This is an optimization exercise on Yosys and OpenROAD, whose aim is small area, not a production implementation. Function was checked by simulation only, so behaviour that the tests miss may differ from the original. Power is estimated from default activity; no workload was simulated.

## run.sh

```bash
#!/bin/bash
# synth_recipe.tcl (not shown) runs the flow's synth.tcl, then flattens the netlist and writes it again
# the make line also repeats each setting of config.mk as NAME=value (left out here)
make -C /OpenROAD-flow-scripts/flow DESIGN_CONFIG=/design/flow/config.mk WORK_HOME=/design/flow/orfs CLKGATE_MAP_FILE= SYNTH_SCRIPT=/design/flow/synth_recipe.tcl finish
```

## config.mk

```make
export PLATFORM = sky130hd
export DESIGN_NAME = top_ip_i2c
export DESIGN_NICKNAME = top_ip_i2c
export VERILOG_FILES = /design/flow/design.v
export SDC_FILE = /design/flow/constraint.sdc
export NUM_CORES = 4
export LEC_CHECK = 0
export CAP_MARGIN = 20
export CORE_MARGIN = 2
export CORE_UTILIZATION = 40
export PLACE_DENSITY = 0.5
export SLEW_MARGIN = 20
```

## constraint.sdc

```tcl
create_clock -name core_clock -period 10.0 [get_ports {PCLK}]
set_input_delay 2.0000 -clock core_clock [delete_from_list [all_inputs] [get_ports {PCLK}]]
set_output_delay 2.0000 -clock core_clock [all_outputs]
set_load 0.01 [all_outputs]
```

## design.v

```verilog
module top_ip_i2c
(
    input       wire                PCLK,PRESETn  ,
    input       wire                PSEL,PENABLE  ,
    input       wire                PWRITE        ,
    input       wire    [31:0]      PADDR         ,
    input       wire    [31:0]      PWDATA        ,
    output      wire    [31:0]      PRDATA        ,
    output      wire                PREADY        ,
    output      wire                PSLVERR       ,
    output      wire                PINT          ,
    input       wire                sda_i         ,
    output      wire                sda_o         ,
    output      wire                scl_o         ,
    input       wire                scl_i
);
    function automatic [19:0] inc20(input [19:0] q);
        reg c; integer i;
        begin c = 1'b1; for (i = 0; i < 20; i = i + 1) begin inc20[i] = q[i] ^ c; c = c & q[i]; end end
    endfunction
    function automatic ge20(input [19:0] a, input [19:0] b);    
        reg g; integer i;
        begin g = 1'b1; for (i = 0; i < 20; i = i + 1) g = (a[i] & ~b[i]) | (~(a[i] ^ b[i]) & g); ge20 = g; end
    endfunction
    wire        setup   = PSEL & ~PENABLE;
    wire        wr      = setup &  PWRITE;
    wire        rd      = setup & ~PWRITE;
    wire [6:0]  idx     = PADDR[8:2];
    reg  [8:0]  tx_apb_addr;
    reg  [7:0]  tx_apb_data;
    reg  [7:0]  tx_apb_data_cnt;
    reg  [13:0] tx_ctrl;
    reg  [19:0] time_out;
    reg         irpt_en, tx_data_en;
    reg  [7:0]  prdata;
    reg         i2c_ready, reg_cmd, pint;
    wire [7:0]  status;
    wire [7:0]  rx_apb_data;
    wire        ms = tx_ctrl[13] & ~tx_ctrl[12];    
    wire        ss = ~tx_ctrl[13] & tx_ctrl[12];    
    always_ff @(posedge PCLK or negedge PRESETn)
    begin
        if (~PRESETn) begin
            tx_apb_addr     <= 9'd0;
            tx_apb_data     <= 8'd0;
            tx_apb_data_cnt <= 8'd0;
            tx_ctrl         <= 14'd0;
            time_out        <= 20'd0;
            irpt_en         <= 1'b0;
            tx_data_en      <= 1'b0;
            prdata          <= 8'd0;
        end else begin
            if (wr && idx == 7'd0)  tx_apb_addr     <= PWDATA[8:0];
            if (wr && idx == 7'd2)  tx_apb_data     <= PWDATA[7:0];
            if (wr && idx == 7'd4)  tx_apb_data_cnt <= PWDATA[7:0];
            if (wr && idx == 7'd6)  tx_ctrl         <= PWDATA[13:0];
            if (wr && idx == 7'd10) time_out        <= PWDATA[19:0];
            if (wr && idx == 7'd2)  tx_data_en      <= 1'b1;
            else if (~setup)        tx_data_en      <= 1'b0;
            if (wr && idx == 7'd8)  irpt_en         <= PWDATA[0];
            else if (~setup)        irpt_en         <= 1'b0;
            if (rd && idx == 7'd1)  prdata          <= status;
            else if (rd && idx == 7'd3) prdata      <= rx_apb_data;
        end
    end
    wire cmd = |status[3:0];
    always_ff @(posedge PCLK or negedge PRESETn)
    begin
        if (~PRESETn) begin
            i2c_ready <= 1'b0;
            pint      <= 1'b0;
        end else begin
            if (status[1])          i2c_ready <= 1'b0;
            else if (tx_ctrl[11])   i2c_ready <= 1'b1;
            if (cmd & ~reg_cmd)     pint <= 1'b1;
            else if (irpt_en)       pint <= 1'b0;
        end
    end
    always_ff @(posedge PCLK)
        reg_cmd <= cmd;
    assign PRDATA  = {24'd0, prdata};
    assign PREADY  = 1'b1;
    assign PSLVERR = 1'b0;
    assign PINT    = pint;
    localparam [3:0] M_IDLE  = 4'd1, M_START = 4'd2, M_ADDR  = 4'd3, M_AACK  = 4'd4,
                     M_WR    = 4'd5, M_RACK  = 4'd6, M_RD    = 4'd7, M_WACK  = 4'd8,
                     M_SR    = 4'd9, M_STOP  = 4'd10;
    wire        m_sda_i = ms ? sda_i : 1'b1;
    wire        m_scl_i = ms ? scl_i : 1'b1;
    wire [1:0]  m_rw    = ms ? tx_apb_addr[1:0] : 2'b00;
    wire [6:0]  m_addr  = ms ? tx_apb_addr[8:2] : 7'd0;
    wire [7:0]  m_din   = ms ? tx_apb_data : 8'd0;
    wire [10:0] div_cnt = tx_ctrl[10:0];
    reg  [3:0]  mq, mq_next;
    reg  [2:0]  m_cnt;           
    reg  [7:0]  m_cb;            
    reg  [7:0]  m_dar;           
    reg         m_rep;           
    reg         m_sda;
    reg  [7:0]  m_dout;
    reg  [15:0] m_cnt_clk;
    reg         m_reg_scl;
    reg         m_sta_sto;
    reg  [10:0] d_cnt, d_cnt2;
    reg         sclk, clk_en;
    wire        m_cnt_z  = (m_cnt == 3'd0);
    wire        m_cb_nz  = |m_cb;
    wire        m_stretch = (m_cnt_clk >= {6'd0, div_cnt[10:1]}) & ~&m_cnt_clk[15:1];
    always_ff @(posedge PCLK)
    begin
        if (d_cnt >= div_cnt) begin
            d_cnt <= 11'd0;
            sclk  <= 1'b1;
        end else if (~m_stretch) begin
            d_cnt <= inc20({9'd0, d_cnt});
            sclk  <= 1'b0;
        end
    end
    wire d2_wrap = d_cnt2 >= {1'b0, div_cnt[10:1]};
    always_ff @(posedge PCLK)
    begin
        if (d2_wrap)
            d_cnt2 <= 11'd0;
        else if (~m_stretch)
            d_cnt2 <= inc20({9'd0, d_cnt2});
    end
    always_ff @(posedge PCLK or negedge PRESETn)
    begin
        if (~PRESETn)
            clk_en <= 1'b0;
        else if (d2_wrap)
            clk_en <= ~clk_en;
        else if (~m_stretch)
            clk_en <= 1'b0;
    end
    wire m_clr_clk = (m_scl_i ^ m_reg_scl) | mq == M_IDLE | mq == M_START | mq == M_ADDR |
                     mq == M_STOP | mq == M_SR;
    always_ff @(posedge PCLK)
    begin
        if (m_clr_clk)
            m_cnt_clk <= 16'hfffe;
        else if (i2c_ready)
            m_cnt_clk <= inc20({4'd0, m_cnt_clk});
    end
    always_ff @(posedge PCLK)
        m_reg_scl <= m_scl_i;
    always_comb
    begin
        mq_next = mq;
        case (mq)
            M_IDLE:  if (i2c_ready && ms) mq_next = M_START;
            M_START: mq_next = M_ADDR;
            M_ADDR:  if (m_cnt_z) mq_next = M_AACK;
            M_AACK:  mq_next = m_sda_i ? M_STOP : (m_dar[0] ? M_RD : M_WR);
            M_WR:    if (m_cnt_z) mq_next = M_RACK;
            M_RACK:  mq_next = (m_cb_nz && !m_sda_i) ? ((m_rw == 2'b10) ? M_SR : M_WR) : M_STOP;
            M_RD:    if (m_cnt_z) mq_next = M_WACK;
            M_WACK:  mq_next = m_cb_nz ? M_RD : M_STOP;
            M_SR:    mq_next = M_START;
            M_STOP:  mq_next = M_IDLE;
            default: mq_next = mq;
        endcase
    end
    always_ff @(posedge PCLK or negedge PRESETn)
    begin
        if (~PRESETn)
            mq <= M_IDLE;
        else if (sclk)
            mq <= mq_next;
    end
    always_ff @(posedge PCLK)
    begin
        if (~PRESETn) begin
            m_rep  <= 1'b0;
            m_dout <= 8'd0;
        end else begin
            if (mq == M_SR)        m_rep <= 1'b1;
            else if (mq == M_ADDR) m_rep <= 1'b0;
            if (mq == M_RD)        m_dout[m_cnt] <= m_sda_i;
        end
    end
    always_ff @(posedge PCLK)
    begin
        if (sclk)
            m_cnt <= (mq == M_ADDR || mq == M_WR || mq == M_RD) ? m_cnt - 3'd1 : 3'd7;
        if (sclk && (mq == M_AACK || mq == M_RACK || mq == M_WACK))
            m_cb <= (mq == M_AACK || m_cb > tx_apb_data_cnt) ? tx_apb_data_cnt : m_cb - 8'd1;
        if (mq == M_START)
            m_dar <= {m_addr, m_rep ? m_rw[1] : m_rw[0]};
        case (mq)
            M_START, M_STOP: m_sda <= 1'b0;
            M_ADDR:          m_sda <= m_dar[m_cnt];
            M_WR:            m_sda <= m_din[m_cnt];
            M_WACK:          m_sda <= ~m_cb_nz;
            default:         m_sda <= 1'b1;
        endcase
    end
    always_ff @(posedge PCLK)
    begin
        if (mq == M_IDLE)
            m_sta_sto <= 1'b0;
        else if (clk_en)
            m_sta_sto <= ~m_sta_sto;
    end
    wire m_scl_o = (mq == M_IDLE) | (m_sta_sto ^ (mq == M_START));
    wire m_tx    = ~m_sda_i & ((mq == M_AACK) | (mq == M_RACK & m_cb_nz));
    wire [7:0] m_status = {4'b0, mq == M_WACK, m_tx, mq == M_STOP, 1'b0};
    localparam [2:0] S_IDLE = 3'd0, S_RADDR = 3'd1, S_AADDR = 3'd2, S_RD = 3'd3,
                     S_ARD  = 3'd4, S_WR    = 3'd5, S_AWR   = 3'd6;
    wire        s_sda_i = ss ? sda_i : 1'b1;
    wire        s_scl_i = ss ? scl_i : 1'b1;
    wire [6:0]  s_addr  = ss ? tx_apb_addr[8:2] : 7'd0;
    wire [7:0]  s_din   = ss ? tx_apb_data : 8'd0;
    reg         s_reg_scl, s_reg_sda;
    reg  [7:0]  s_dscl, s_dsf, s_dsr;
    reg  [7:0]  s_cnt_st;
    reg         s_sta, s_sto, s_dsta, s_dsto;
    reg         s_ready;
    reg  [7:0]  s_sr;
    reg  [2:0]  sq, sq_next;
    reg         s_reg_addr;
    reg         s_sda;
    reg  [3:0]  s_cnt_bit;
    reg  [7:0]  s_dout;
    reg         s_rw;
    reg         s_reg_tx, s_reg_stretch;
    reg         s_stc;
    reg  [19:0] s_cnt_stretch;
    wire s_scl_ev   = s_reg_scl ^ s_scl_i;
    wire s_scl_fall = s_reg_scl & ~s_scl_i;
    wire s_scl_rise = ~s_reg_scl & s_scl_i;
    wire s_sda_rise = ~s_scl_ev & ~s_reg_sda & s_sda_i;
    wire s_sda_fall = ~s_scl_ev & s_reg_sda & ~s_sda_i;
    wire s_d_scl    = s_dscl[7];
    wire s_d_sf     = s_dsf[7];
    wire s_d_sr     = s_dsr[7];
    wire s_to_ge    = s_cnt_stretch >= time_out;
    wire s_to_gt    = s_cnt_stretch >  time_out;
    always_ff @(posedge PCLK)
    begin
        s_reg_scl <= s_scl_i;
        s_reg_sda <= s_sda_i;
    end
    always_ff @(posedge PCLK or negedge PRESETn)
    begin
        if (~PRESETn) begin
            s_dscl <= 8'd0;
            s_dsf  <= 8'd0;
            s_dsr  <= 8'd0;
        end else begin
            s_dscl <= {s_dscl[6:0], s_scl_i};
            s_dsf  <= {s_dsf[6:0], s_sda_fall};
            s_dsr  <= {s_dsr[6:0], s_sda_rise};
        end
    end
    always_ff @(posedge PCLK or negedge PRESETn)
    begin
        if (~PRESETn)
            s_cnt_st <= 8'd0;
        else if ((s_sda_fall | s_sda_rise) & s_d_scl)
            s_cnt_st <= 8'd0;
        else
            s_cnt_st <= inc20({12'd0, s_cnt_st});
    end
    always_ff @(posedge PCLK or negedge PRESETn)
    begin
        if (~PRESETn) begin
            s_sta  <= 1'b0;
            s_sto  <= 1'b0;
            s_dsta <= 1'b0;
            s_dsto <= 1'b0;
        end else if (s_sda_fall & s_d_scl)
            s_dsta <= 1'b1;
        else if (s_d_sf & s_scl_i & s_dsta)
            s_sta <= 1'b1;
        else if (s_sda_rise & s_d_scl)
            s_dsto <= 1'b1;
        else if (s_d_sr & s_scl_i & s_dsto)
            s_sto <= 1'b1;
        else if (s_cnt_st > 8'd10) begin
            s_dsto <= 1'b0;
            s_dsta <= 1'b0;
        end else begin
            s_sta <= 1'b0;
            s_sto <= 1'b0;
        end
    end
    always_ff @(posedge PCLK or negedge PRESETn)
    begin
        if (~PRESETn)
            s_ready <= 1'b0;
        else if (s_sta)
            s_ready <= 1'b1;
        else if (s_sto)
            s_ready <= 1'b0;
    end
    always_ff @(posedge PCLK)
        if (s_scl_rise)
            s_sr <= {s_sr[6:0], s_sda_i};
    wire s_cnt_z = (s_cnt_bit == 4'd0);
    always_comb
    begin
        sq_next = sq;
        case (sq)
            S_IDLE:  if (s_ready && ss) sq_next = S_RADDR;
            S_RADDR: if (s_cnt_z) sq_next = S_AADDR;
            S_AADDR: sq_next = s_reg_addr ? (s_rw ? S_WR : S_RD) : S_IDLE;
            S_RD:    if (s_cnt_z) sq_next = S_ARD;
            S_ARD:   sq_next = S_RD;
            S_WR:    if (s_cnt_z) sq_next = S_AWR;
            S_AWR:   sq_next = s_sr[0] ? S_IDLE : S_WR;
            default: sq_next = sq;
        endcase
    end
    always_ff @(posedge PCLK or negedge PRESETn)
    begin
        if (~PRESETn)
            sq <= S_IDLE;
        else if (s_scl_fall)
            sq <= sq_next;
        else if (s_sto | s_sta | s_to_ge)
            sq <= S_IDLE;
    end
    always_ff @(posedge PCLK)
        if (s_scl_fall)
            s_reg_addr <= (s_sr[7:1] == s_addr);
    always_ff @(posedge PCLK or negedge PRESETn)
    begin
        if (~PRESETn) begin
            s_dout <= 8'd0;
            s_rw   <= 1'b0;
        end else begin
            if (sq == S_RADDR && !s_scl_rise && s_cnt_z) s_rw   <= s_sr[0];
            if (sq == S_RD    && !s_scl_rise && s_cnt_z) s_dout <= s_sr;
        end
    end
    always_ff @(posedge PCLK)
    begin
        case (sq)
            S_IDLE:  begin s_sda <= 1'b1; s_cnt_bit <= 4'd8; end
            S_RADDR: begin s_sda <= 1'b1; if (s_scl_rise) s_cnt_bit <= s_cnt_bit - 4'd1; end
            S_AADDR: begin s_sda <= ~s_reg_addr; s_cnt_bit <= s_rw ? 4'd7 : 4'd8; end
            S_RD:    begin s_sda <= 1'b1; if (s_scl_rise) s_cnt_bit <= s_cnt_bit - 4'd1; end
            S_ARD:   begin s_sda <= 1'b0; s_cnt_bit <= 4'd8; end
            S_WR:    begin s_sda <= s_din[s_cnt_bit[2:0]]; if (s_scl_fall) s_cnt_bit <= s_cnt_bit - 4'd1; end
            S_AWR:   begin s_sda <= 1'b1; s_cnt_bit <= 4'd7; end
            default: begin s_sda <= 1'b1; s_cnt_bit <= 4'd8; end
        endcase
    end
    wire s_tx = s_rw & (((sq == S_AADDR) & ~(s_scl_fall & ~s_reg_addr)) |
                        ((sq == S_AWR)   & ~(s_scl_fall & s_sr[0])));
    wire s_stretch = s_stc & ~s_tx;
    always_ff @(posedge PCLK)
    begin
        s_reg_tx      <= s_tx;
        s_reg_stretch <= s_stretch;
    end
    always_ff @(posedge PCLK or negedge PRESETn)
    begin
        if (~PRESETn)
            s_stc <= 1'b0;
        else if (s_tx & ~s_reg_tx)
            s_stc <= 1'b1;
        else if (tx_data_en | s_to_gt)
            s_stc <= 1'b0;
    end
    always_ff @(posedge PCLK or negedge PRESETn)
    begin
        if (~PRESETn)
            s_cnt_stretch <= 20'd0;
        else if (s_stretch)
            s_cnt_stretch <= inc20(s_cnt_stretch);
        else if (s_reg_stretch | sq == S_AADDR | sq == S_AWR)
            s_cnt_stretch <= 20'd0;
    end
    wire s_scl_o = ~(sq == S_WR & s_rw & s_stretch);
    wire [7:0] s_status = {2'b0, s_rw, sq == S_ARD, s_tx, s_sto, s_sta};
    assign status      = ss ? s_status : ms ? m_status : 8'd0;
    assign rx_apb_data = ss ? s_dout   : ms ? m_dout   : 8'd0;
    assign sda_o       = ss ? s_sda    : ms ? m_sda    : 1'b1;
    assign scl_o       = ss ? s_scl_o  : ms ? m_scl_o  : 1'b1;
endmodule
```

==> impl_summary.txt, run 1 <==
----------------------------------------------------
[Synth]
  Sequential fraction of the synthesis area ... 46.97%
  Avg Inst Size Synth ... 11.01 sq um
  Fraction of synthesis flops using an asynchronous set or reset pin ... 62.13%
  Distinct cells, synth ... 71
  Number of synthesized flops with an enable pin ... 32
  Post-synthesis instance area ... 0.01226 sq mm
  Number of cells produced by synthesis ... 1113
  Synth Register Bits ... between 200 and 250
  Leading register cell type out of synthesis ... sky130_fd_sc_hd__dfrtp_1
  Total number of yosys warnings ... 1

[Setup path]
  Register-to-register path setup slack ... just under 6 ns
  Critical Path Start Type ... flip-flop
  Data arrival time at the worst-slack endpoint ... 2.60 ns
  Crit Path Max Fanout ... 17
  Setup crit end kind ... primary output
  CP Class ... flip-flop to primary output
  Required time of the critical path ... 8.00 ns

[Cells and area]
  Ratio of cells with drive above 1 in the final layout ... a little under an eighth
  Antenna Diode Count ... 0
  Final standard cell utilization of the core ... 46.05%
  Synth-to-layout area growth ... 14.04%
  Net count, final ... 1355

[CTS]
  Clock-pin slew on the worst setup and hold paths ... 0.06 ns
  CTS tree ... built
  Clock H-tree levels ... 1
  Post-CTS Repair Setup Buffers ... 0
  TritonCTS sink count ... 235
  CTS Buffer Depth ... 3
  Latest clock arrival within the worst-skew pair ... 0.54 ns
  Resized Gates After CTS ... 0
  Cts bufs inserted ... 29
  Cell at the root of the clock tree ... sky130_fd_sc_hd__clkbuf_16
  Post-CTS Hold Buffers ... 0

[STA]
  Slew of the pin with the lowest slew margin ... about 1.0 ns
  Number of failing setup endpoints in the final timing report ... 0
  Worst clock skew on the final layout ... 0.01040 ns
  Final hold violation count ... 0
  Setup repair after global routing missed its margin ... false
  Max-slew headroom at the worst pin ... 30.65%
  Max Freq ... ~0.22 GHz
  Final-report max-slew violation count ... 0
  Summed negative setup slack over all endpoints ... 0 ns
  Period utilization ... 46.05%
  Min Tclk post-route ... 4.605 ns

[Global routing]
  Maximum number of pins on one net before global-route repair ... 95
  GRT Util Overall ... between 15 and 20%
  Grt total ovfl ... 0
  Vias in the first global route ... 7927
  Initial antenna violation count ... 0
  First-pass GRT wire length ... 43750 microns

[Routing]
  DRT antenna net count ... 0
  Vias per inst ... 5.063
  Total via count after detailed routing ... 7995
  Detailed-router iteration count before antenna repair ... 4
  Total wire length ... 27100 microns
  Number of DRC violations after detailed-routing iteration 0 ... 328
  Average wire per cell in the routed design ... 17.16 microns
  Residual DRC count ... 0

[Placed design]
  GPL Wtd Cong ... 0.7827
  Total of buffers placed on input and output ports ... 44
  Placed wire-length estimate ... 19350 microns

[Die]
  Area of the core ... 0.03035 sq mm
  Starting density of the core ... 40.39%
  Die width ... 179.1 microns
  Area of the die ... 0.03206 sq mm
  Number of rows in the core area ... 64
  Die Y-Extent ... 179.1 microns
  Total I/O pin count ... 108

[Pwr]
  Net switching power ... 0.0006095 W
  Overall power ... 0.002419 W
  Part of the power in the clock network ... roughly 44%
  Combinational cell fraction of total power ... 11.7%
  Power density cells ... 173.0 mW/mm^2
  Part of the total power dissipated in sequential elements ... about 45%
  Peak supply drop ... 0.1164 mV
  Sw Share ... 25.20%
  Internal Power ... 0.001809 W
  Static Leak ... 6.493 nW

[Status]
  Status ... complete, no violations

[Worst hold path]
  Path category of the worst min-delay check ... flip-flop to flip-flop

[Job]
  # Max-Cap Violations ... 0

----------------------------------------------------
-- layout by cell type, fill, tap and decap left out, types with 20 or more instances in the layout --
cell / synthesis / layout
sky130_fd_sc_hd__dfrtp_1: 145 / 145
sky130_fd_sc_hd__a22o_1: 23 / 23
sky130_fd_sc_hd__inv_1: 63 / 63
sky130_fd_sc_hd__conb_1: 2 / 26
sky130_fd_sc_hd__mux2i_1: 46 / 46
sky130_fd_sc_hd__mux2_4: 20 / 20
sky130_fd_sc_hd__nor2_1: 74 / 74
sky130_fd_sc_hd__nand3_1: 21 / 21
sky130_fd_sc_hd__clkdlybuf4s50_1: 0 / 43
sky130_fd_sc_hd__mux2_2: 42 / 42
sky130_fd_sc_hd__a21oi_1: 27 / 27
sky130_fd_sc_hd__ha_1: 124 / 124
sky130_fd_sc_hd__clkbuf_16: 0 / 31
sky130_fd_sc_hd__o21ai_0: 47 / 47
sky130_fd_sc_hd__dfxtp_1: 57 / 57
sky130_fd_sc_hd__nand2_1: 96 / 96
sky130_fd_sc_hd__edfxtp_1: 32 / 32
-- critical path, stage by stage, from the launching register on --
cell and delay, ns:
sky130_fd_sc_hd__dfrtp_1 0.66, sky130_fd_sc_hd__nand2b_1 0.19, sky130_fd_sc_hd__nor2_1 0.07, sky130_fd_sc_hd__a21oi_1 0.17
sky130_fd_sc_hd__o22ai_1 0.10, sky130_fd_sc_hd__a21oi_1 0.28, sky130_fd_sc_hd__clkdlybuf4s50_1 0.60
-- synth_stat cells (5+ instances only) --
cell type                   count  area share [%]
sky130_fd_sc_hd__inv_1         63             1.9
sky130_fd_sc_hd__mux2i_1       46             3.8
sky130_fd_sc_hd__nor2b_1       17            0.87
sky130_fd_sc_hd__mux2_4        20             2.4
sky130_fd_sc_hd__edfxtp_1      32             7.8
sky130_fd_sc_hd__a21o_1        14            0.86
sky130_fd_sc_hd__clkbuf_1      21            0.64
sky130_fd_sc_hd__nand3_1       21            0.86
sky130_fd_sc_hd__ha_1         124              13
sky130_fd_sc_hd__mux2_2        42             3.9
sky130_fd_sc_hd__a22oi_1        7            0.43
sky130_fd_sc_hd__nor2_1        74             2.3
sky130_fd_sc_hd__nor4_1         5            0.26
sky130_fd_sc_hd__nand2_1       96             2.9
sky130_fd_sc_hd__buf_6          5            0.46
sky130_fd_sc_hd__nor3b_1        7            0.43
sky130_fd_sc_hd__buf_4         27             1.7
sky130_fd_sc_hd__o32ai_1        5            0.36
sky130_fd_sc_hd__buf_2          6            0.25
sky130_fd_sc_hd__a21oi_1       27             1.1
sky130_fd_sc_hd__xnor2_1       13            0.93
sky130_fd_sc_hd__nor3_1        19            0.78
sky130_fd_sc_hd__xor2_1         8            0.57
sky130_fd_sc_hd__a22o_1        23             1.6
sky130_fd_sc_hd__mux4_2         6             1.1
sky130_fd_sc_hd__dfrtp_1      145              30
sky130_fd_sc_hd__dfxtp_1       57             9.3
sky130_fd_sc_hd__nand2b_1      16            0.82
sky130_fd_sc_hd__and2_1        17            0.87
sky130_fd_sc_hd__nand4_1       17            0.87
sky130_fd_sc_hd__o21ai_0       47             1.9
sky130_fd_sc_hd__a31oi_1       10            0.51
sky130_fd_sc_hd__a2111oi_0      5            0.36
-- final timing paths --
path	start	depth (start not counted)	endpoint
setup / recovery	mq[3]$_DFFE_PN0P_	6	scl_o
hold reg to reg	s_dsf[4]$_DFF_PN0_	0	s_dsf[5]$_DFF_PN0_
setup reg to reg	s_cnt_stretch[0]$_DFFE_PN0P_	21	s_cnt_stretch[19]$_DFFE_PN0P_
hold / removal	s_dsf[4]$_DFF_PN0_	0	s_dsf[5]$_DFF_PN0_
max in group asynchronous	PRESETn	2	prdata[0]$_DFFE_PN0P_
min in group asynchronous	PRESETn	1	s_cnt_stretch[9]$_DFFE_PN0P_
-- layer usage --
metal	wire length, microns	up-vias	GRT usage [%]
met5	0	-	0
met4	400	0	3.828
met3	997	31	2.396
met2	11880	101	27.13
met1	13820	3833	25.75
li1	-	4030	-
-- area by class of cell --
type,count,area (sq um)
Sequential cell,235,5757
Timing Repair Buffer,53,509.2
Fill cell,2869,16370
Inverter,63,236.5
Clock inverter,5,61.31
Multi-Input combinational cell,778,5995
Tap cell,396,495.5
Clock buffer,49,923.4
-- cell families (layout without fill, tap and decap cells) --
group | after synthesis | in the layout | share of synthesized area (%)
simple gates | 314 | 314 | 12.62
flops | 235 | 235 | 46.97
compound gates | 179 | 179 | 10.03
fa+ha+maj | 124 | 124 | 12.66
buf+inv | 124 | 170 | 4.992
mux | 114 | 114 | 11.17
xor+xnor | 21 | 21 | 1.501
other cells | 2 | 26 | 0.06127
-- state kept, by name (all words and copies together), names as in the netlist, 4 cells and up --
| name | cells |
|---|---|
| tx_apb_addr | 9 |
| s_dscl | 8 |
| m_dout | 8 |
| prdata | 8 |
| s_dsr | 8 |
| tx_ctrl | 14 |
| s_cnt_stretch | 20 |
| m_cnt_clk | 16 |
| s_cnt_bit | 4 |
| d_cnt | 11 |
| mq | 4 |
| tx_apb_data_cnt | 8 |
| m_dar | 8 |
| tx_apb_data | 8 |
| s_dout | 8 |
| s_dsf | 8 |
| d_cnt2 | 11 |
| m_cb | 8 |
| s_sr | 8 |
| s_cnt_st | 8 |
| time_out | 20 |
-- power groups by stage --
stage / sequential, W / clock (W) / combinational (W)
floorplan: 0.00108 / 0 / 0.000214
global placement: 0.00110 / 0 / 0.000280
detailed placement: 0.00110 / 0 / 0.000288
CTS: 0.00108 / 0.00109 / 0.000290
global route: 0.00109 / 0.00113 / 0.000332
finish: 0.00108 / 0.00106 / 0.000284
-- stage by stage --
stage | instance area (sq um) | std cells | setup WS (ns) | hold WS [ns]
global route | 13980 | 1579 | 5.226 | 0.3523
floorplan | 12350 | 1137 | 6.105 | 0.3312
global placement | 12990 | 1525 | 5.271 | 0.3328
finish | 13980 | 1579 | 5.395 | 0.3434
detailed placement | 12990 | 1525 | 5.264 | 0.3347
CTS | 13970 | 1579 | 5.417 | 0.3483
==> run 2: changes to the inputs <==
--- a/config.mk
+++ b/config.mk
@@ -8,5 +8,8 @@
 export CAP_MARGIN = 20
 export CORE_MARGIN = 2
 export CORE_UTILIZATION = 40
+export CTS_BUF_LIST = sky130_fd_sc_hd__clkbuf_4 sky130_fd_sc_hd__clkbuf_8
+export CTS_CLUSTER_DIAMETER = 60
+export CTS_CLUSTER_SIZE = 20
 export PLACE_DENSITY = 0.5
 export SLEW_MARGIN = 20
==> run 2 against run 1 <==
Register-to-register slack improved by 0.02 ns. First-iteration DRC count up 13%. Highest routed layer unchanged. Worst setup slack got worse by 0.060 ns. Non-clock buffer count is the same. Global-route usage is essentially flat.
==> impl_summary.txt, run 2 <==
----------------------------------------------------
[Synth]
  Fraction of synthesis flops using an asynchronous set or reset pin ... 62.13%
  Dominant cell type by area after synthesis ... sky130_fd_sc_hd__dfrtp_1
  Distinct cells, synth ... between 70 and 80
  Leading register cell type out of synthesis ... sky130_fd_sc_hd__dfrtp_1
  Total number of yosys warnings ... 1
  Commonest cells post-synth ... 145 x sky130_fd_sc_hd__dfrtp_1, 124 x sky130_fd_sc_hd__ha_1, 96 x sky130_fd_sc_hd__nand2_1
  Number of cells produced by synthesis ... approximately 1100
  Top-area cell type share of the netlist area ... 29.60%
  Synth Register Bits ... roughly 240
  Dominant cell by count in the synthesized netlist ... sky130_fd_sc_hd__dfrtp_1
  Sequential fraction of the synthesis area ... approximately 47%
  Area contributors post-synth ... sky130_fd_sc_hd__dfrtp_1 30%, sky130_fd_sc_hd__ha_1 13%, sky130_fd_sc_hd__dfxtp_1 9.3%
  Avg Inst Size Synth ... 11.01 sq um
  Post-synthesis instance area ... 0.01226 sq mm
  Number of synthesized flops with an enable pin ... 32

[CTS]
  Post-CTS Hold Buffers ... 0
  Clock-pin slew on the worst setup and hold paths ... 0.10 ns
  Latest clock arrival within the worst-skew pair ... 0.60 ns
  Cts bufs inserted ... 27
  CTS Buffer Depth ... 3
  Post-CTS Repair Setup Buffers ... 0
  Clock H-tree levels ... 1
  Resized Gates After CTS ... 0
  CTS tree ... built
  TritonCTS sink count ... 235
  Cell at the root of the clock tree ... sky130_fd_sc_hd__clkbuf_8

[Cells and area]
  Antenna Diode Count ... 0
  Synth-to-layout area growth ... 11.13%
  Number of standard cells in the layout, taps in and fillers out ... 1574
  Top flop regs ... s_cnt_stretch x20, time_out x20, m_cnt_clk x16
  Commonest cells after routing, fill and taps aside ... 145 x sky130_fd_sc_hd__dfrtp_1, 124 x sky130_fd_sc_hd__ha_1, 96 x sky130_fd_sc_hd__nand2_1, 74 x sky130_fd_sc_hd__nor2_1, 63 x sky130_fd_sc_hd__inv_1
  Commonest non-fill, non-tap cell in the layout ... sky130_fd_sc_hd__dfrtp_1
  Net count, final ... 1353
  Ratio of cells with drive above 1 in the final layout ... 11.97%

[Routing]
  DRT antenna net count ... 0
  Vias per inst ... approximately 5.1
  Total wire length ... 27070 microns
  Average wire per cell in the routed design ... 17.20 microns
  Total via count after detailed routing ... between 8000 and 9000
  Detailed-router iteration count before antenna repair ... 5
  Number of DRC violations after detailed-routing iteration 0 ... ~370
  Residual DRC count ... 0

[Global routing]
  Most Used Layer, Global Route ... met2
  Maximum number of pins on one net before global-route repair ... 95
  Grt met3 use ... 2.460%
  Vias in the first global route ... 7879
  Met1 Usage GRT ... 25.64%
  Met2 GRT Util ... 27.00%
  GRT Util Overall ... 17.44%
  First-pass GRT wire length ... about 44000 microns
  Grt total ovfl ... 0
  Initial antenna violation count ... 0

[Setup path]
  CP Class ... flip-flop to primary output
  CP max-delay cell ... sky130_fd_sc_hd__dfrtp_1
  Crit Path Max Fanout ... 17
  Critical Path Most Common Cell ... sky130_fd_sc_hd__a21oi_1
  Required time of the critical path ... 8.00 ns
  Series of cell instances along the critical path ... nand2b_1 > nor2_1 > a21oi_1 > o22ai_1 > a21oi_1 > clkdlybuf4s50_1
  Data arrival time at the worst-slack endpoint ... 2.66 ns
  Setup crit end kind ... primary output
  CP peak stage delay ... 0.66 ns
  Critical Path Start Type ... flip-flop

[STA]
  Final-report max-slew violation count ... 0
  Period utilization ... 46.65%
  Number of failing setup endpoints in the final timing report ... 0
  Final hold violation count ... 0
  Max-slew headroom at the worst pin ... about a third
  Max Freq ... 0.2144 GHz
  Min Tclk post-route ... 4.665 ns
  Summed negative setup slack over all endpoints ... 0 ns
  Setup repair after global routing missed its margin ... false
  Slew of the pin with the lowest slew margin ... 1.019 ns
  Worst clock skew on the final layout ... 0.03052 ns

[Pwr]
  Part of the total power dissipated in sequential elements ... 51.0%
  Combinational cell fraction of total power ... 13.4%
  Net switching power ... between 0.0006 and 0.0007 W
  Power density cells ... 155.0 mW/mm^2
  Peak supply drop ... 0.09293 mV
  Internal Power ... 0.001480 W
  Part of the power in the clock network ... 35.6%
  Sw Share ... approximately 30%
  Static Leak ... 6.329 nW

[Placed design]
  Dpl cells ... 1525
  GPL Wtd Cong ... 0.7827
  Placed wire-length estimate ... 19350 microns
  Total of buffers placed on input and output ports ... 44

[Die]
  Die width ... 179.1 microns
  Area of the core ... 0.03035 sq mm
  Area of the die ... between 0.03 and 0.04 sq mm
  Number of rows in the core area ... between 60 and 70
  Die Y-Extent ... 179.1 microns
  Total I/O pin count ... 108
  Starting density of the core ... 40.39%

[Status]
  Status ... complete, no violations

[Worst hold path]
  Path category of the worst min-delay check ... flip-flop to flip-flop

[Job]
  # Max-Cap Violations ... 0

----------------------------------------------------
run 2: cell count changes in the layout (fill, tap and decap cells not counted), moves of 3 or more:
cell and change:
sky130_fd_sc_hd__clkbuf_16 -31, sky130_fd_sc_hd__clkbuf_1 -10, sky130_fd_sc_hd__inv_8 +3, sky130_fd_sc_hd__clkbuf_8 +20
sky130_fd_sc_hd__clkinv_8 +6
run 2: through the flow:
stage                     hold WS (ns)  util (%)  worst slack (ns)  instance area, sq um  total power, W
after detailed placement        0.3347     42.79             5.264                 12990        0.001385
final                           0.3557     44.88             5.335                 13620        0.002111
after CTS                       0.3367     44.86             5.341                 13620        0.002151
after global routing            0.3652     44.88             5.152                 13620        0.002238
after floorplan                 0.3312         -             6.105                 12350        0.001294
after global placement          0.3328     42.79             5.271                 12990        0.001377
run 2: final timing paths:
path,startpoint,endpoint,slack [ns],depth (start not counted)
worst max register to register,s_cnt_stretch[0]$_DFFE_PN0P_,s_cnt_stretch[19]$_DFFE_PN0P_,5.85,21
max in group asynchronous,PRESETn,time_out[13]$_DFFE_PN0P_,7.21,2
worst min register to register,s_dsf[4]$_DFF_PN0_,s_dsf[5]$_DFF_PN0_,0.36,0
min in group asynchronous,PRESETn,s_cnt_stretch[5]$_DFFE_PN0P_,1.48,1
worst max-delay path,mq[3]$_DFFE_PN0P_,scl_o,5.34,6
worst min-delay path,s_dsf[4]$_DFF_PN0_,s_dsf[5]$_DFF_PN0_,0.36,0
run 2: power groups by stage:
stage / registers [W] / clock network [W] / logic, W
after floorplan: 0.00108 / 0 / 0.000214
after global placement: 0.00110 / 0 / 0.000280
after detailed placement: 0.00110 / 0 / 0.000288
after CTS: 0.00108 / 0.000784 / 0.000290
after global routing: 0.00109 / 0.000819 / 0.000332
final: 0.00108 / 0.000751 / 0.000284
run 2: worst max-delay path: cells and delay by family, from the launching register on:
kind	cells	cell delay (ns)
DFF	1	0.66
and+or+nand+nor	2	0.26
buffers and inverters	1	0.60
AOI/OAI and AO/OA	3	0.55
run 2: area by class of cell:
| cell class | count | area [sq um] |
|---|---|---|
| clock buffer | 29 | 392.9 |
| multi-input combinational | 778 | 5995 |
| sequential | 235 | 5757 |
| timing repair buffer | 53 | 509.2 |
| inverter | 63 | 236.5 |
| clock inverter | 20 | 235.2 |
| fill | 2909 | 16730 |
| tap | 396 | 495.5 |
run 2: routing by layer:
metal | part of all wire (%) | routed length (microns) | vias to the layer above
li1 | - | - | 4020
met1 | 51 | 13810 | 3846
met3 | 3.3 | 900 | 34
met2 | 44 | 11840 | 103
met5 | 0 | 0 | -
met4 | 1.9 | 514 | 0
run 2: logic make-up (layout without fill, tap and decap cells):
kind of cell | after synthesis | after routing | share of synthesized area (%)
simple gates | 314 | 314 | 12.62
flops | 235 | 235 | 46.97
compound gates | 179 | 179 | 10.03
fa+ha+maj | 124 | 124 | 12.66
buf+inv | 124 | 165 | 4.992
mux | 114 | 114 | 11.17
xor+xnor | 21 | 21 | 1.501
other cells | 2 | 26 | 0.06127
==> run 3: changes to the inputs <==
==> flow/run.sh (new file) <==
#!/bin/bash
set -euo pipefail
W=$(pwd)

sed -e "s#WORK_HOME=[^ ]*#WORK_HOME=$W/ref#" standard.sh > ref_standard.sh
bash ref_standard.sh synth > ref_synth.log 2>&1

# 2. This flow's synthesis script: the reference script with an area-oriented ABC call.
{
  cat <<'EOT'
proc abc {args} {
  set keep {}
  set skip 0
  foreach a $args {
    if {$skip} { set skip 0; continue }
    if {$a in {-script -constr -D}} { set skip 1; continue }
    lappend keep $a
  }
  yosys abc {*}$keep -script {+strash;dc2;dch,-f;amap;topo}
}
EOT
  cat synth_recipe.tcl
} > area_synth.tcl

sed -e "s#SYNTH_SCRIPT=[^ ]*#SYNTH_SCRIPT=$W/area_synth.tcl ADDER_MAP_FILE= SYNTH_OPERATIONS_ARGS=-noshare 'BUFFER_PORTS_ARGS=-buffer_cell sky130_fd_sc_hd__buf_1'#" \
  standard.sh > area_standard.sh
bash area_standard.sh synth > area_synth.log 2>&1

ff_list() {
  python3 - "$1" <<'EOP'
import re, sys
txt = open(sys.argv[1]).read()
ffs = sorted(set(re.findall(r"^\s*(sky130_fd_sc_hd__(?:df|edf|sdf|sedf|dl)\w*)\s+(\S+)\s*\(", txt, re.M)))
for c, n in ffs:
    print(re.sub(r"_\d+$", "", c), n)
EOP
}
ff_list ref/results/sky130hd/top_ip_i2c/base/1_2_yosys.v > ref_regs.txt
ff_list orfs/results/sky130hd/top_ip_i2c/base/1_2_yosys.v > area_regs.txt
if cmp -s ref_regs.txt area_regs.txt && [[ -s ref_regs.txt ]]; then
  echo "registers match the reference synthesis ($(wc -l < ref_regs.txt))" | tee regs_check.log
  bash area_standard.sh > area_flow.log 2>&1
else
  echo "registers differ from the reference synthesis: standard flow" | tee regs_check.log
  diff ref_regs.txt area_regs.txt >> regs_check.log || true
  rm -rf orfs
  bash standard.sh > standard_flow.log 2>&1
fi
==> standard.sh (new file) <==
#!/bin/bash
# synth_recipe.tcl (not shown) runs the flow's synth.tcl, then flattens the netlist and writes it again
# the make line also repeats each setting of config.mk as NAME=value (left out here)
make -C /OpenROAD-flow-scripts/flow DESIGN_CONFIG=/design/flow/config.mk WORK_HOME=/design/flow/orfs CLKGATE_MAP_FILE= SYNTH_SCRIPT=/design/flow/synth_recipe.tcl "${@:-finish}"
removed: run.sh
==> run 3 against run 2 <==
Register-to-register slack improved by 0.18 ns. Synthesized cell count rose by 7.1%. Clock skew barely moved. Routed wire length fell by 0.32%. Power rose by 9.5%. Sequential share of layout area rose by 7.0 points. Highest routed layer unchanged.
==> impl_summary.txt, run 3 <==
----------------------------------------------------
[Die]
  Total I/O pin count ... 108
  Area of the die ... 0.02765 sq mm
  Die Y-Extent ... 166.3 microns
  Starting density of the core ... 40.54%
  Number of rows in the core area ... 59
  Die width ... about 170 microns
  Area of the core ... 0.02598 sq mm

[STA]
  Final-report max-slew violation count ... 0
  Summed negative setup slack over all endpoints ... 0 ns
  Final hold violation count ... 0
  Max Freq ... roughly 0.16 GHz
  Post-route worst setup slack ... 3.676 ns
  Setup repair after global routing missed its margin ... false
  Period utilization ... 63.24%
  Worst clock skew on the final layout ... 0.03048 ns
  Max-slew headroom at the worst pin ... 28.85%
  Post-Route Hold Slack ... 0.3591 ns
  Number of failing setup endpoints in the final timing report ... 0
  Slew of the pin with the lowest slew margin ... ~1.1 ns
  Min Tclk post-route ... 6.324 ns

[Worst hold path]
  Hold wc startpoint ... s_dsr[0]$_DFF_PN0_
  Hold Path Cell Cnt ... 0
  Terminating pin of the worst hold path ... s_dsr[1]$_DFF_PN0_
  Path category of the worst min-delay check ... flip-flop to flip-flop

[Cells and area]
  Top flop regs ... s_cnt_stretch x20, time_out x20, m_cnt_clk x16
  Antenna Diode Count ... 0
  Synth-to-layout area growth ... 10.98%
  Final Instance Area ... roughly 0.012 sq mm
  Ratio of cells with drive above 1 in the final layout ... 4.574%
  Commonest non-fill, non-tap cell in the layout ... sky130_fd_sc_hd__nor2_1
  Net count, final ... 1343
  Commonest cells after routing, fill and taps aside ... 223 x sky130_fd_sc_hd__nor2_1, 199 x sky130_fd_sc_hd__clkinv_1, 145 x sky130_fd_sc_hd__dfrtp_1, 93 x sky130_fd_sc_hd__o21ai_0, 84 x sky130_fd_sc_hd__o22ai_1

[Global routing]
  GRT Util Overall ... 19.50%
  Grt total ovfl ... 0
  Maximum number of pins on one net before global-route repair ... 68
  Initial antenna violation count ... 0
  First-pass GRT wire length ... 43610 microns
  Vias in the first global route ... 7957

[Setup path]
  Required time of the critical path ... 8.00 ns
  Crit Path Max Fanout ... 19
  Critical Path Most Common Cell ... sky130_fd_sc_hd__nand2_1
  Worst Reg2Reg Path Length in Cells ... 11
  Register-to-register path setup slack ... slightly above 6 ns
  Cell family contributing the most delay on the critical path ... simple AND/OR/NAND/NOR gates
  Start point of the critical path ... scl_i
  Critical Path Start Type ... primary input
  CP peak stage delay ... between 0.5 and 0.6 ns
  Setup crit end kind ... primary output
  Series of cell instances along the critical path ... buf_1 > nor2_1 > nand2_1 > nand2_1 > a21oi_1 > clkinv_1 > nand2_1 > clkinv_1 > a31oi_1 > buf_1
  Launch point of the worst reg-to-reg path ... sq[1]$_DFFE_PN0P_
  CP Class ... primary input to primary output
  Number of buffers and inverters on the critical path ... 4
  CP max-delay cell ... sky130_fd_sc_hd__nand2_1
  Data arrival time at the worst-slack endpoint ... about 4.3 ns
  Crit Reg-Reg Endpoint ... s_cnt_stretch[18]$_DFFE_PN0P_

[Synth]
  Total number of yosys warnings ... 1
  Dominant cell type by area after synthesis ... sky130_fd_sc_hd__dfrtp_1
  Dominant cell by count in the synthesized netlist ... sky130_fd_sc_hd__nor2_1
  Leading register cell type out of synthesis ... sky130_fd_sc_hd__dfrtp_1
  Distinct cells, synth ... between 40 and 50
  Number of cells produced by synthesis ... between 1000 and 1500
  Sequential fraction of the synthesis area ... a little over half
  Avg Inst Size Synth ... 8.837 sq um
  Post-synthesis instance area ... between 0.01 and 0.015 sq mm
  Synth Register Bits ... 235
  Area contributors post-synth ... sky130_fd_sc_hd__dfrtp_1 34%, sky130_fd_sc_hd__dfxtp_1 11%, sky130_fd_sc_hd__edfxtp_1 9.1%
  Number of synthesized flops with an enable pin ... 32
  Fraction of synthesis flops using an asynchronous set or reset pin ... 62.13%
  Commonest cells post-synth ... 223 x sky130_fd_sc_hd__nor2_1, 199 x sky130_fd_sc_hd__clkinv_1, 145 x sky130_fd_sc_hd__dfrtp_1
  Top-area cell type share of the netlist area ... roughly a third

[CTS]
  Clock-pin slew on the worst setup and hold paths ... between 0.1 and 0.15 ns
  CTS tree ... built
  Cell at the root of the clock tree ... sky130_fd_sc_hd__clkbuf_8
  TritonCTS sink count ... 235
  Latest clock arrival within the worst-skew pair ... ~0.57 ns
  Resized Gates After CTS ... 0
  CTS Buffer Depth ... 3
  Post-CTS Repair Setup Buffers ... 0
  Clock H-tree levels ... 1
  Cts bufs inserted ... 24
  Post-CTS Hold Buffers ... 0

[Routing]
  Number of DRC violations after detailed-routing iteration 0 ... around 700
  Detailed-router iteration count before antenna repair ... 5
  DRT antenna net count ... 0
  Total via count after detailed routing ... 8507
  Average wire per cell in the routed design ... 16.61 microns
  Vias per inst ... 5.235
  Total wire length ... around 27000 microns
  Residual DRC count ... 0

[Placed design]
  Placement-stage worst setup slack ... 3.671 ns
  GPL Wtd Cong ... roughly 0.9
  Instance area at placement ... 0.01111 sq mm
  Total of buffers placed on input and output ports ... 44
  Placed wire-length estimate ... 19820 microns

[Status]
  Status ... complete, no violations

[Pwr]
  Power density cells ... just under 200 mW/mm^2
  Peak supply drop ... between 0.1 and 0.15 mV
  Overall power ... around 0.0023 W
  Static Leak ... 4.278 nW

[Job]
  # Max-Cap Violations ... 0

----------------------------------------------------
-- run 3: cell types whose count changed in the layout (fill, tap and decap cells not counted), moves of 42 or more --
cell                              previous run  this run
sky130_fd_sc_hd__buf_1                       0        43
sky130_fd_sc_hd__clkdlybuf4s50_1            43         0
sky130_fd_sc_hd__clkinv_1                    0       199
sky130_fd_sc_hd__ha_1                      124         0
sky130_fd_sc_hd__inv_1                      63         0
sky130_fd_sc_hd__mux2_2                     42         0
sky130_fd_sc_hd__mux2i_1                    46         0
sky130_fd_sc_hd__nor2_1                     74       223
sky130_fd_sc_hd__o21ai_0                    47        93
sky130_fd_sc_hd__o22ai_1                     4        84
-- run 3: final cells by class --
type / count / area (sq um)
multi-input cells: 757 / 3940
inverters: 199 / 747.0
flip-flops and latches: 235 / 5757
fillers: 2587 / 14300
clock buffers: 27 / 359.1
repair buffers: 55 / 251.5
clock inverters: 17 / 216.5
well taps: 335 / 419.2
-- run 3: power by group --
group | total, W | switching (W) | internal [W]
Combinational | 0.000422 | 0.000269 | 0.000153
Sequential | 0.00118 | 0.0000958 | 0.00108
Clock | 0.000714 | 0.000411 | 0.000303
-- run 3: cell families after synthesis --
kind of cell / Yosys count / share of synthesized area, %
buffers and inverters: 225 / 8.944
and+or+nand+nor: 393 / 15.68
DFF: 235 / 54.65
other: 2 / 0.07129
AOI/OAI and AO/OA: 337 / 20.66
-- run 3: how the worst max path moves through the flow --
stage	endpoint	slack [ns]	depth (start not counted)
6_report	scl_o	3.68	10
2_1_floorplan	scl_o	4.67	8
4_1_cts	scl_o	3.65	10
3_5_place_dp	scl_o	3.67	10
5_1_grt	scl_o	3.50	10
3_3_place_gp	scl_o	3.71	10
-- run 3: per-stage QoR --
| step | instances | util (%) |
|---|---|---|
| final | 1625 | 44.99 |
| after global routing | 1625 | 44.99 |
| after CTS | 1625 | 44.99 |
| after detailed placement | 1581 | 42.77 |
| after global placement | 1581 | 42.77 |
| after floorplan | 1217 | - |
-- run 3: routing by layer --
layer	part of all wire [%]	routed length, microns	global-route usage (%)
met5	0	0	0
met4	1.5	398	4.048
met3	4.0	1070	2.216
met2	43	11710	29.42
met1	51	13810	30.31
==> run 4: changes to the inputs <==
--- a/design.v
+++ b/design.v
@@ -41,40 +41,54 @@
     always_ff @(posedge PCLK or negedge PRESETn)
     begin
         if (~PRESETn) begin
+            tx_ctrl[13:12]  <= 2'd0;
+            prdata          <= 8'd0;
+        end else begin
+            if (wr && idx == 7'd6)  tx_ctrl[13:12]  <= PWDATA[13:12];
+            if (rd && idx == 7'd1)  prdata          <= status;
+            else if (rd && idx == 7'd3) prdata      <= rx_apb_data;
+        end
+    end
+    always_ff @(posedge PCLK)
+    begin
+        if (~PRESETn) begin
             tx_apb_addr     <= 9'd0;
             tx_apb_data     <= 8'd0;
             tx_apb_data_cnt <= 8'd0;
-            tx_ctrl         <= 14'd0;
+            tx_ctrl[11:0]   <= 12'd0;
             time_out        <= 20'd0;
             irpt_en         <= 1'b0;
             tx_data_en      <= 1'b0;
-            prdata          <= 8'd0;
         end else begin
             if (wr && idx == 7'd0)  tx_apb_addr     <= PWDATA[8:0];
             if (wr && idx == 7'd2)  tx_apb_data     <= PWDATA[7:0];
             if (wr && idx == 7'd4)  tx_apb_data_cnt <= PWDATA[7:0];
-            if (wr && idx == 7'd6)  tx_ctrl         <= PWDATA[13:0];
+            if (wr && idx == 7'd6)  tx_ctrl[11:0]   <= PWDATA[11:0];
             if (wr && idx == 7'd10) time_out        <= PWDATA[19:0];
             if (wr && idx == 7'd2)  tx_data_en      <= 1'b1;
             else if (~setup)        tx_data_en      <= 1'b0;
             if (wr && idx == 7'd8)  irpt_en         <= PWDATA[0];
             else if (~setup)        irpt_en         <= 1'b0;
-            if (rd && idx == 7'd1)  prdata          <= status;
-            else if (rd && idx == 7'd3) prdata      <= rx_apb_data;
         end
     end
     wire cmd = |status[3:0];
     always_ff @(posedge PCLK or negedge PRESETn)
     begin
-        if (~PRESETn) begin
+        if (~PRESETn)
+            pint <= 1'b0;
+        else if (cmd & ~reg_cmd)
+            pint <= 1'b1;
+        else if (irpt_en)
+            pint <= 1'b0;
+    end
+    always_ff @(posedge PCLK)
+    begin
+        if (~PRESETn)
             i2c_ready <= 1'b0;
-            pint      <= 1'b0;
-        end else begin
-            if (status[1])          i2c_ready <= 1'b0;
-            else if (tx_ctrl[11])   i2c_ready <= 1'b1;
-            if (cmd & ~reg_cmd)     pint <= 1'b1;
-            else if (irpt_en)       pint <= 1'b0;
-        end
+        else if (status[1])
+            i2c_ready <= 1'b0;
+        else if (tx_ctrl[11])
+            i2c_ready <= 1'b1;
     end
     always_ff @(posedge PCLK)
         reg_cmd <= cmd;
@@ -124,7 +138,7 @@
         else if (~m_stretch)
             d_cnt2 <= inc20({9'd0, d_cnt2});
     end
-    always_ff @(posedge PCLK or negedge PRESETn)
+    always_ff @(posedge PCLK)
     begin
         if (~PRESETn)
             clk_en <= 1'b0;
@@ -161,7 +175,7 @@
             default: mq_next = mq;
         endcase
     end
-    always_ff @(posedge PCLK or negedge PRESETn)
+    always_ff @(posedge PCLK)
     begin
         if (~PRESETn)
             mq <= M_IDLE;
@@ -241,7 +255,7 @@
         s_reg_scl <= s_scl_i;
         s_reg_sda <= s_sda_i;
     end
-    always_ff @(posedge PCLK or negedge PRESETn)
+    always_ff @(posedge PCLK)
     begin
         if (~PRESETn) begin
             s_dscl <= 8'd0;
@@ -253,7 +267,7 @@
             s_dsr  <= {s_dsr[6:0], s_sda_rise};
         end
     end
-    always_ff @(posedge PCLK or negedge PRESETn)
+    always_ff @(posedge PCLK)
     begin
         if (~PRESETn)
             s_cnt_st <= 8'd0;
@@ -262,7 +276,7 @@
         else
             s_cnt_st <= inc20({12'd0, s_cnt_st});
     end
-    always_ff @(posedge PCLK or negedge PRESETn)
+    always_ff @(posedge PCLK)
     begin
         if (~PRESETn) begin
             s_sta  <= 1'b0;
@@ -285,7 +299,7 @@
             s_sto <= 1'b0;
         end
     end
-    always_ff @(posedge PCLK or negedge PRESETn)
+    always_ff @(posedge PCLK)
     begin
         if (~PRESETn)
             s_ready <= 1'b0;
@@ -312,7 +326,7 @@
             default: sq_next = sq;
         endcase
     end
-    always_ff @(posedge PCLK or negedge PRESETn)
+    always_ff @(posedge PCLK)
     begin
         if (~PRESETn)
             sq <= S_IDLE;
@@ -324,7 +338,7 @@
     always_ff @(posedge PCLK)
         if (s_scl_fall)
             s_reg_addr <= (s_sr[7:1] == s_addr);
-    always_ff @(posedge PCLK or negedge PRESETn)
+    always_ff @(posedge PCLK)
     begin
         if (~PRESETn) begin
             s_dout <= 8'd0;
@@ -355,7 +369,7 @@
         s_reg_tx      <= s_tx;
         s_reg_stretch <= s_stretch;
     end
-    always_ff @(posedge PCLK or negedge PRESETn)
+    always_ff @(posedge PCLK)
     begin
         if (~PRESETn)
             s_stc <= 1'b0;
@@ -364,7 +378,7 @@
         else if (tx_data_en | s_to_gt)
             s_stc <= 1'b0;
     end
-    always_ff @(posedge PCLK or negedge PRESETn)
+    always_ff @(posedge PCLK)
     begin
         if (~PRESETn)
             s_cnt_stretch <= 20'd0;
--- a/flow/run.sh
+++ b/flow/run.sh
@@ -1,6 +1,7 @@
 #!/bin/bash
 set -euo pipefail
 W=$(pwd)
+export CTS_ARGS='-sink_clustering_enable -repair_clock_nets -dont_use_dummy_load -buf_list sky130_fd_sc_hd__clkbuf_16 -sink_clustering_size 40 -sink_clustering_max_diameter 80'
 
 sed -e "s#WORK_HOME=[^ ]*#WORK_HOME=$W/ref#" standard.sh > ref_standard.sh
 bash ref_standard.sh synth > ref_synth.log 2>&1
==> run 4 against run 3 <==
Still clean. Core utilization decreased by 0.70 points. Combinational power is 89% lower. Clock power fell by 19%. Die area fell by 3.1%. Critical endpoint unchanged.
==> impl_summary.txt, run 4 <==
----------------------------------------------------
[STA]
  Slew of the pin with the lowest slew margin ... 0.8914 ns
  Final hold violation count ... 0
  Final-report max-slew violation count ... 0
  Number of failing setup endpoints in the final timing report ... 0
  Summed negative setup slack over all endpoints ... 0 ns
  Post-route worst setup slack ... 3.372 ns
  Max Freq ... 0.1509 GHz
  Min Tclk post-route ... 6.628 ns
  Setup repair after global routing missed its margin ... false
  Worst clock skew on the final layout ... between 0.03 and 0.04 ns
  Period utilization ... 66.28%
  Max-slew headroom at the worst pin ... 40.35%

[Synth]
  Commonest cells post-synth ... 255 x sky130_fd_sc_hd__nor2_1, 192 x sky130_fd_sc_hd__dfxtp_1, 133 x sky130_fd_sc_hd__clkinv_1
  Fraction of synthesis flops using an asynchronous set or reset pin ... 4.681%
  Number of synthesized flops with an enable pin ... 32
  Avg Inst Size Synth ... 8.248 sq um
  Synth Register Bits ... about 240
  Leading register cell type out of synthesis ... sky130_fd_sc_hd__dfxtp_1
  Dominant cell type by area after synthesis ... sky130_fd_sc_hd__dfxtp_1
  Top-area cell type share of the netlist area ... roughly 38%
  Number of cells produced by synthesis ... 1237
  Total number of yosys warnings ... 1
  Sequential fraction of the synthesis area ... roughly 50%
  Distinct cells, synth ... 51
  Post-synthesis instance area ... 0.01020 sq mm
  Area contributors post-synth ... sky130_fd_sc_hd__dfxtp_1 38%, sky130_fd_sc_hd__edfxtp_1 9.4%, sky130_fd_sc_hd__nor2_1 9.4%
  Dominant cell by count in the synthesized netlist ... sky130_fd_sc_hd__nor2_1

[Placed design]
  Placed wire-length estimate ... 18580 microns
  Instance area at placement ... 0.01074 sq mm
  GPL Wtd Cong ... 0.8452
  Total of buffers placed on input and output ports ... 44
  Placement-stage worst setup slack ... 3.260 ns

[Die]
  Area of the core ... around 0.025 sq mm
  Starting density of the core ... 40.63%
  Die width ... 163.7 microns
  Die Y-Extent ... 163.7 microns
  Total I/O pin count ... 108
  Number of rows in the core area ... 58
  Area of the die ... 0.02680 sq mm

[Cells and area]
  Net count, final ... 1375
  Area occupied by multi-input gates ... 0.004532 sq mm
  Ratio of cells with drive above 1 in the final layout ... 1.997%
  Number of filler cells placed in the layout ... about 2600
  Commonest non-fill, non-tap cell in the layout ... sky130_fd_sc_hd__nor2_1
  Register area ... 0.005080 sq mm
  Commonest cells after routing, fill and taps aside ... 255 x sky130_fd_sc_hd__nor2_1, 192 x sky130_fd_sc_hd__dfxtp_1, 132 x sky130_fd_sc_hd__clkinv_1, 100 x sky130_fd_sc_hd__o21ai_0, 84 x sky130_fd_sc_hd__a21oi_1
  Top flop regs ... s_cnt_stretch x20, time_out x20, m_cnt_clk x16
  Final Instance Area ... about 0.011 sq mm
  Synth-to-layout area growth ... 8.989%
  Antenna Diode Count ... 0

[Setup path]
  Required time of the critical path ... 8.00 ns
  Critical Path Most Common Cell ... sky130_fd_sc_hd__nand2_1
  Crit Path Max Fanout ... 13
  Series of cell instances along the critical path ... buf_1 > nor2_1 > nand2_1 > nand2_1 > a21oi_1 > clkinv_1 > nand2_1 > clkinv_1 > a41oi_1 > buf_1
  Setup crit end kind ... primary output
  CP max-delay cell ... sky130_fd_sc_hd__clkinv_1
  CP peak stage delay ... 0.55 ns
  CP Class ... primary input to primary output
  Data arrival time at the worst-slack endpoint ... 4.63 ns
  Cell family contributing the most delay on the critical path ... buffers and inverters
  Critical Path Start Type ... primary input
  Number of buffers and inverters on the critical path ... 4
  Register-to-register path setup slack ... about 6.3 ns

[Global routing]
  Initial antenna violation count ... 0
  Vias in the first global route ... 7788
  Maximum number of pins on one net before global-route repair ... 64
  GRT Util Overall ... 19.11%
  First-pass GRT wire length ... 41020 microns
  Grt total ovfl ... 0

[Pwr]
  Peak supply drop ... 0.1081 mV
  Static Leak ... 3.728 nW
  Power density cells ... 142.3 mW/mm^2

[CTS]
  Post-CTS Hold Buffers ... 0
  Cts bufs inserted ... 15
  Resized Gates After CTS ... 0
  CTS Buffer Depth ... 3
  Post-CTS Repair Setup Buffers ... 0
  Clock H-tree levels ... 1
  Latest clock arrival within the worst-skew pair ... 0.49 ns
  Cell at the root of the clock tree ... sky130_fd_sc_hd__clkbuf_16
  CTS tree ... built
  Clock-pin slew on the worst setup and hold paths ... 0.09 ns
  TritonCTS sink count ... 235

[Status]
  Status ... complete, no violations

[Routing]
  Total wire length ... 25660 microns
  Vias per inst ... 5.289
  Average wire per cell in the routed design ... 15.72 microns
  Residual DRC count ... 0
  Number of DRC violations after detailed-routing iteration 0 ... 709
  Total via count after detailed routing ... 8631
  DRT antenna net count ... 0
  Detailed-router iteration count before antenna repair ... 5

[Worst hold path]
  Path category of the worst min-delay check ... flip-flop to flip-flop

[Job]
  # Max-Cap Violations ... 0

----------------------------------------------------
[run 4: changes by cell type in the layout (fill, tap and decap cells not counted), moves of 9 or more]
cell	before	now
sky130_fd_sc_hd__clkinv_1	199	132
sky130_fd_sc_hd__nor2_1	223	255
sky130_fd_sc_hd__o32ai_1	20	4
sky130_fd_sc_hd__clkbuf_8	25	0
sky130_fd_sc_hd__nor3_1	31	40
sky130_fd_sc_hd__o22ai_1	84	33
sky130_fd_sc_hd__dfxtp_1	57	192
sky130_fd_sc_hd__a22oi_1	5	60
sky130_fd_sc_hd__nor2b_1	4	30
sky130_fd_sc_hd__a21oi_1	42	84
sky130_fd_sc_hd__dfrtp_1	145	11
sky130_fd_sc_hd__clkbuf_16	0	15
sky130_fd_sc_hd__nand2_1	80	69
[run 4: layout make-up]
cell class	instances	area share, %
sequential	235	45.68
multi-input combinational	868	40.76
inverter	133	4.501
tap	330	3.713
clock buffer	15	3.376
timing repair buffer	51	1.969
[run 4: worst paths after layout]
| kind | start | endpoint | depth (start not counted) |
|---|---|---|---|
| max | scl_i | scl_o | 10 |
| min | reg_cmd$_DFF_P_ | pint$_DFFE_PN0P_ | 1 |
| max reg2reg | s_cnt_stretch[0]$_SDFFE_PN0P_ | s_cnt_stretch[19]$_SDFFE_PN0P_ | 23 |
| min reg2reg | reg_cmd$_DFF_P_ | pint$_DFFE_PN0P_ | 1 |
| max in group asynchronous | PRESETn | tx_ctrl[13]$_DFFE_PN0P_ | 2 |
| min in group asynchronous | PRESETn | prdata[0]$_DFFE_PN0P_ | 2 |
[run 4: per-stage QoR]
| step | cells | total power (W) | utilization (%) | hold WS, ns |
|---|---|---|---|---|
| after detailed placement | 1617 | 0.001027 | 42.77 | 0.4127 |
| after floorplan | 1262 | 0.001010 | - | 0.3995 |
| final | 1632 | 0.001582 | 44.28 | 0.4197 |
| after global routing | 1632 | 0.001644 | 44.28 | 0.4388 |
| after CTS | 1632 | 0.001606 | 44.26 | 0.4260 |
| after global placement | 1617 | 0.001027 | 42.77 | 0.4172 |
[run 4: metal layers]
| metal | share of wire [%] | wire, microns | vias up | GRT usage, % |
|---|---|---|---|---|
| met4 | 1.4 | 353 | 0 | 3.389 |
| met1 | 51 | 13010 | 3989 | 27.69 |
| li1 | - | - | 4488 | - |
| met2 | 44 | 11390 | 129 | 30.75 |
| met5 | 0 | 0 | - | 0 |
| met3 | 3.5 | 906 | 25 | 2.576 |
[run 4: logic make-up (layout without fill, tap and decap cells)]
group,after synthesis,count (layout),synth area share [%]
AND/OR/NAND/NOR,468,468,20.21
AO/OA/AOI/OAI,373,373,23.12
flip-flops,235,235,49.79
buffers and inverters,159,199,6.807
other,2,27,0.07361
[run 4: power breakdown]
part	total [W]	switching (W)	internal, W
sequential	0.000959	0.00000199	0.000957
combinational	0.0000447	0.0000350	0.00000963
clock	0.000578	0.000310	0.000269
total	0.00158	0.000347	0.00124
[run 4: worst register-to-register path, stage by stage (launching register included)]
cell and delay [ns]:
sky130_fd_sc_hd__dfxtp_1 0.32, sky130_fd_sc_hd__clkinv_1 0.13, sky130_fd_sc_hd__nor2_1 0.21, sky130_fd_sc_hd__nand2_1 0.12
sky130_fd_sc_hd__nor2_1 0.18, sky130_fd_sc_hd__nand2_1 0.12, sky130_fd_sc_hd__nor2_1 0.17, sky130_fd_sc_hd__nand2_1 0.11
sky130_fd_sc_hd__nor2_1 0.17, sky130_fd_sc_hd__nand2_1 0.12, sky130_fd_sc_hd__nor2_1 0.18, sky130_fd_sc_hd__nand2_1 0.12
sky130_fd_sc_hd__nor2_1 0.17, sky130_fd_sc_hd__nand2_1 0.12, sky130_fd_sc_hd__nor2_1 0.18, sky130_fd_sc_hd__nand2_1 0.12
sky130_fd_sc_hd__nor2_1 0.18, sky130_fd_sc_hd__nand2_1 0.12, sky130_fd_sc_hd__nor2_1 0.11, sky130_fd_sc_hd__clkinv_1 0.11
sky130_fd_sc_hd__nor2_1 0.13, sky130_fd_sc_hd__nor2_1 0.07, sky130_fd_sc_hd__nor3_1 0.15, sky130_fd_sc_hd__nor3_1 0.07

[re-timing with driven ports]
How much do the figures lean on ideal ports? The routed layouts below were timed once more, with nothing changed but the port constraints.
Step 1 (the two cells are an assumption about what drives the block):
set clk [get_ports {PCLK}]
set_driving_cell -lib_cell sky130_fd_sc_hd__clkbuf_16 $clk
set_driving_cell -lib_cell sky130_fd_sc_hd__buf_2 [delete_from_list [all_inputs] $clk]
Step 2 also shifts input and output timing later by t, the mid clock arrival at the registers, as if the neighbouring blocks saw the same clock.
Three values: ideal, step 1, step 2; two values: the first two.
| run | shift t [ns] | setup WS [ns] | latest minus earliest clock arrival (ns) |
|---|---|---|---|
| run 1 | 0.590 | 5.395 / 5.342 / 5.365 | 0.014 / 0.014 |
| run 2 | 0.632 | 5.335 / 5.289 / 5.334 | 0.031 / 0.030 |
| run 3 | 0.599 | 3.676 / 3.637 / 3.637 | 0.031 / 0.031 |
| run 4 | 0.524 | 3.372 / 3.351 / 3.351 | 0.040 / 0.039 |
After both steps every run listed still meets setup and hold. The setup slack of run 3, which loses most, moves by -0.039 ns with the drivers and by -0.039 ns with both steps.
